What follows belongs to an exercise in optimizing a design on an open flow for small area and a short achievable clock period; a production flow would make more cautious choices. The RTL was checked by simulation tests, not by an equivalence proof against the original design.

==> flow/design.v (excerpt) <==
module PE_array #(
    parameter DATA_WIDTH    = 16 ,
    parameter SYSTOLIC_SIZE = 4
) (
    input                                       clk          ,
    input                                       rst_n        ,
    input                                       reset_pe     ,
    input                                       write_out_en ,
    input  [SYSTOLIC_SIZE * DATA_WIDTH - 1 : 0] wgt_in       ,
    input  [SYSTOLIC_SIZE * DATA_WIDTH - 1 : 0] ifm_in       ,
    output [SYSTOLIC_SIZE * DATA_WIDTH - 1 : 0] ofm_out
);
==> flow/config.mk <==
export PLATFORM = sky130hd
export DESIGN_NAME = PE_array
export DESIGN_NICKNAME = PE_array
export VERILOG_FILES = /design/flow/design.v
export SDC_FILE = /design/flow/constraint.sdc
export NUM_CORES = 4
export LEC_CHECK = 0
export CAP_MARGIN = 20
export CORE_MARGIN = 2
export CORE_UTILIZATION = 40
export PLACE_DENSITY = 0.6
export SETUP_SLACK_MARGIN = 3.0
export SLEW_MARGIN = 20
export SYNTH_HIERARCHICAL = 1
export SYNTH_MINIMUM_KEEP_SIZE = 0
==> flow/constraint.sdc <==
create_clock -name core_clock -period 6.5 [get_ports {clk}]
set_input_delay 1.3000 -clock core_clock [delete_from_list [all_inputs] [get_ports {clk}]]
set_output_delay 1.3000 -clock core_clock [all_outputs]
set_load 0.01 [all_outputs]
run.sh (not shown) runs the stock make flow with config.mk's settings and CLKGATE_MAP_FILE= SYNTH_SCRIPT=/design/flow/synth_recipe.tcl, a recipe that flattens the netlist after the stock synthesis.
Then changed:
Settings changed: CORE_UTILIZATION 40 to 50, PLACE_DENSITY 0.6 to 0.75, SETUP_SLACK_MARGIN 3.0 to 2.6.
Outcome: The new run went through all stages and came out clean; flip-flop and latch count stays the same; design area decreases by 7.9%; synthesized area is unchanged; clock skew goes down by 0.014 ns.
Then changed:
Settings changed: CORE_UTILIZATION 50 to 40, PLACE_DENSITY 0.75 to 0.6.
Utilization is lower by 11 points. Critical path depth is higher by 2. Die area is higher by 25%. Flip-flop and latch count stays the same.
Then changed:
Settings changed: SETUP_SLACK_MARGIN 2.6 to 2.2.
Result:
- The changed run completed without violations
- sequential share of layout area came out higher by 0.85 points
- clock-buffer cell count came out higher by 5
- critical path depth came out lower by 2
- clock skew came out higher by 0.016 ns
- worst setup slack loses 0.36 ns


Setup of run 1:
Another version of the RTL of PE_array (not shown whole).
// PE_array
module PE_array #(
    parameter DATA_WIDTH    = 16 ,
    parameter SYSTOLIC_SIZE = 4
) (
    input                                       clk          ,
    input                                       rst_n        ,
    input                                       reset_pe     ,
    input                                       write_out_en ,
    input  [SYSTOLIC_SIZE * DATA_WIDTH - 1 : 0] wgt_in       ,
    input  [SYSTOLIC_SIZE * DATA_WIDTH - 1 : 0] ifm_in       ,
    output [SYSTOLIC_SIZE * DATA_WIDTH - 1 : 0] ofm_out
);
clock: 6.5 ns
lec_check: 0
cap_margin: 20
core_margin: 2
core_utilization: 40
place_density: 0.6
slew_margin: 20
synth_hierarchical: 1
synth_minimum_keep_size: 0
Run 1 ran to completion and came out clean on the timing, DRC and antenna checks.
## Diff of input files: run 2 against run 1
# run 1
export LEC_CHECK = 0
export CAP_MARGIN = 20
export CORE_MARGIN = 2
export CORE_UTILIZATION = 40
export PLACE_DENSITY = 0.6
export SLEW_MARGIN = 20
export SYNTH_HIERARCHICAL = 1
export SYNTH_MINIMUM_KEEP_SIZE = 0
create_clock -name core_clock -period 6.5 [get_ports {clk}]
# run 2
export LEC_CHECK = 0
export CAP_MARGIN = 20
export CORE_MARGIN = 2
export CORE_UTILIZATION = 55
export PLACE_DENSITY = 0.75
export SETUP_SLACK_MARGIN = 1.5
export SLEW_MARGIN = 20
export SYNTH_HIERARCHICAL = 1
export SYNTH_MINIMUM_KEEP_SIZE = 0
create_clock -name core_clock -period 6.5 [get_ports {clk}]
--- outcome ---
Between run 1 and run 2, hold slack increased.
The run showing the smaller total length of routed wires is run 2.
## Diff of input files: run 3 against run 2
# run 2
export LEC_CHECK = 0
export CAP_MARGIN = 20
export CORE_MARGIN = 2
export CORE_UTILIZATION = 55
export PLACE_DENSITY = 0.75
export SETUP_SLACK_MARGIN = 1.5
export SLEW_MARGIN = 20
export SYNTH_HIERARCHICAL = 1
export SYNTH_MINIMUM_KEEP_SIZE = 0
create_clock -name core_clock -period 6.5 [get_ports {clk}]
# run 3
export LEC_CHECK = 0
export CAP_MARGIN = 20
export CORE_MARGIN = 2
export CORE_UTILIZATION = 40
export PLACE_DENSITY = 0.6
export SETUP_SLACK_MARGIN = 1.0
export SLEW_MARGIN = 20
export SYNTH_HIERARCHICAL = 1
export SYNTH_MINIMUM_KEEP_SIZE = 0
create_clock -name core_clock -period 6.5 [get_ports {clk}]
==> comparison <==
- Per the comparison of run 3 with run 2, first-pass GRT wire length went up.
- Run 3 vs. run 2: via count went down 1316, clock tree buffer count of the final layout went up 3, final wirelength went up about 4%.


Another version of the RTL of PE_array (not shown whole).
Size: about 7400 cells after synthesis, roughly 200 I/O pins.
export LEC_CHECK = 0
export CAP_MARGIN = 20
export CORE_MARGIN = 2
export CORE_UTILIZATION = 40
export PLACE_DENSITY = 0.6
export SETUP_SLACK_MARGIN = 2.6
export SLEW_MARGIN = 20
export SYNTH_HIERARCHICAL = 1
export SYNTH_MINIMUM_KEEP_SIZE = 0
create_clock -name core_clock -period 6.5 [get_ports {clk}]
Then changed:
Settings changed: SETUP_SLACK_MARGIN 2.6 to 2.4.
The new run ran to the end with no violations. First-iteration DRC count went down slightly. Die area is unchanged. Setup slack is worse by 200 ps. Worst hold slack stays flat.


PE_array with an RTL version that a note above also has.
For scale: ~6700 cells after synthesis, about 200 I/O pins, about 84000 um^2 of cells after synthesis.
==> flow/config.mk <==
export PLATFORM = sky130hd
export DESIGN_NAME = PE_array
export DESIGN_NICKNAME = PE_array
export VERILOG_FILES = /design/flow/design.v
export SDC_FILE = /design/flow/constraint.sdc
export NUM_CORES = 4
export LEC_CHECK = 0
export CAP_MARGIN = 20
export CORE_MARGIN = 2
export CORE_UTILIZATION = 40
export PLACE_DENSITY = 0.6
export SETUP_SLACK_MARGIN = 1.5
export SLEW_MARGIN = 20
export SYNTH_HIERARCHICAL = 1
export SYNTH_MINIMUM_KEEP_SIZE = 0
==> flow/constraint.sdc <==
create_clock -name core_clock -period 6.5 [get_ports {clk}]
set_input_delay 1.3000 -clock core_clock [delete_from_list [all_inputs] [get_ports {clk}]]
set_output_delay 1.3000 -clock core_clock [all_outputs]
set_load 0.01 [all_outputs]
The baseline completed without violations.
==> next run, changes <==
SETUP_SLACK_MARGIN = 2.0   (was 1.5)
What happened: Via count goes up by 2.8%; design area goes up by 5.4%; setup slack gains 0.072 ns; area after synthesis stays the same; cell count goes up by about 2.5%; register-to-register slack gains 0.11 ns; wire length goes up by about 3.4%; die area stays the same; core utilization goes up by 2.5 points.

[port drivers added, routing unchanged]
How much do the figures lean on ideal ports? The routed layouts below were timed once more, with nothing changed but the port constraints. Step 1 (the two cells are an assumption about what drives the block):
set clk [get_ports {clk}]
set_driving_cell -lib_cell sky130_fd_sc_hd__clkbuf_16 $clk
set_driving_cell -lib_cell sky130_fd_sc_hd__buf_2 [delete_from_list [all_inputs] $clk]
Step 2 adds t to the input delays and takes it off the output delays; t is the mean of the earliest and latest rising clock arrival at the registers after step 1. Input paths then give back, and output paths get back, about the clock's delay inside the block. Three values: ideal ports, drivers, drivers and shift; two values: the first two.
run | shift t [ns] | slack for setup (ns) | slew at the worst register clock pin (ns) | pins driven straight from the clock port
the first run of note 1 | 0.840 | 2.577 / 2.596 / 1.756 | 0.07 / 0.07 | 1
the second run of note 1 | 0.833 | 2.519 / 2.505 / 1.673 | 0.07 / 0.07 | 1
the third run of note 1 | 0.826 | 2.571 / 2.522 / 1.696 | 0.07 / 0.07 | 1
the fourth run of note 1 | 0.827 | 2.208 / 2.223 / 1.396 | 0.08 / 0.08 | 1
run 1 | 0.808 | 0.786 / 0.840 / 0.032 | 0.08 / 0.08 | 1
run 2 | 0.788 | 1.485 / 1.518 / 0.729 | 0.07 / 0.07 | 1
run 3 | 0.832 | 1.080 / 1.141 / 0.309 | 0.08 / 0.08 | 1
the first run of note 3 | 0.837 | 2.642 / 2.648 / 1.812 | 0.07 / 0.07 | 1
the second run of note 3 | 0.834 | 2.443 / 2.499 / 1.666 | 0.07 / 0.07 | 1
the first run of note 4 | 0.800 | 1.534 / 1.581 / 0.801 | 0.07 / 0.07 | 1
the second run of note 4 | 0.821 | 1.606 / 1.664 / 0.843 | 0.07 / 0.07 | 1
After both steps every run listed still meets setup and hold. For the third run of note 1, which loses most, drivers alone change the setup slack by -0.049 ns; drivers and shift together by -0.875 ns.
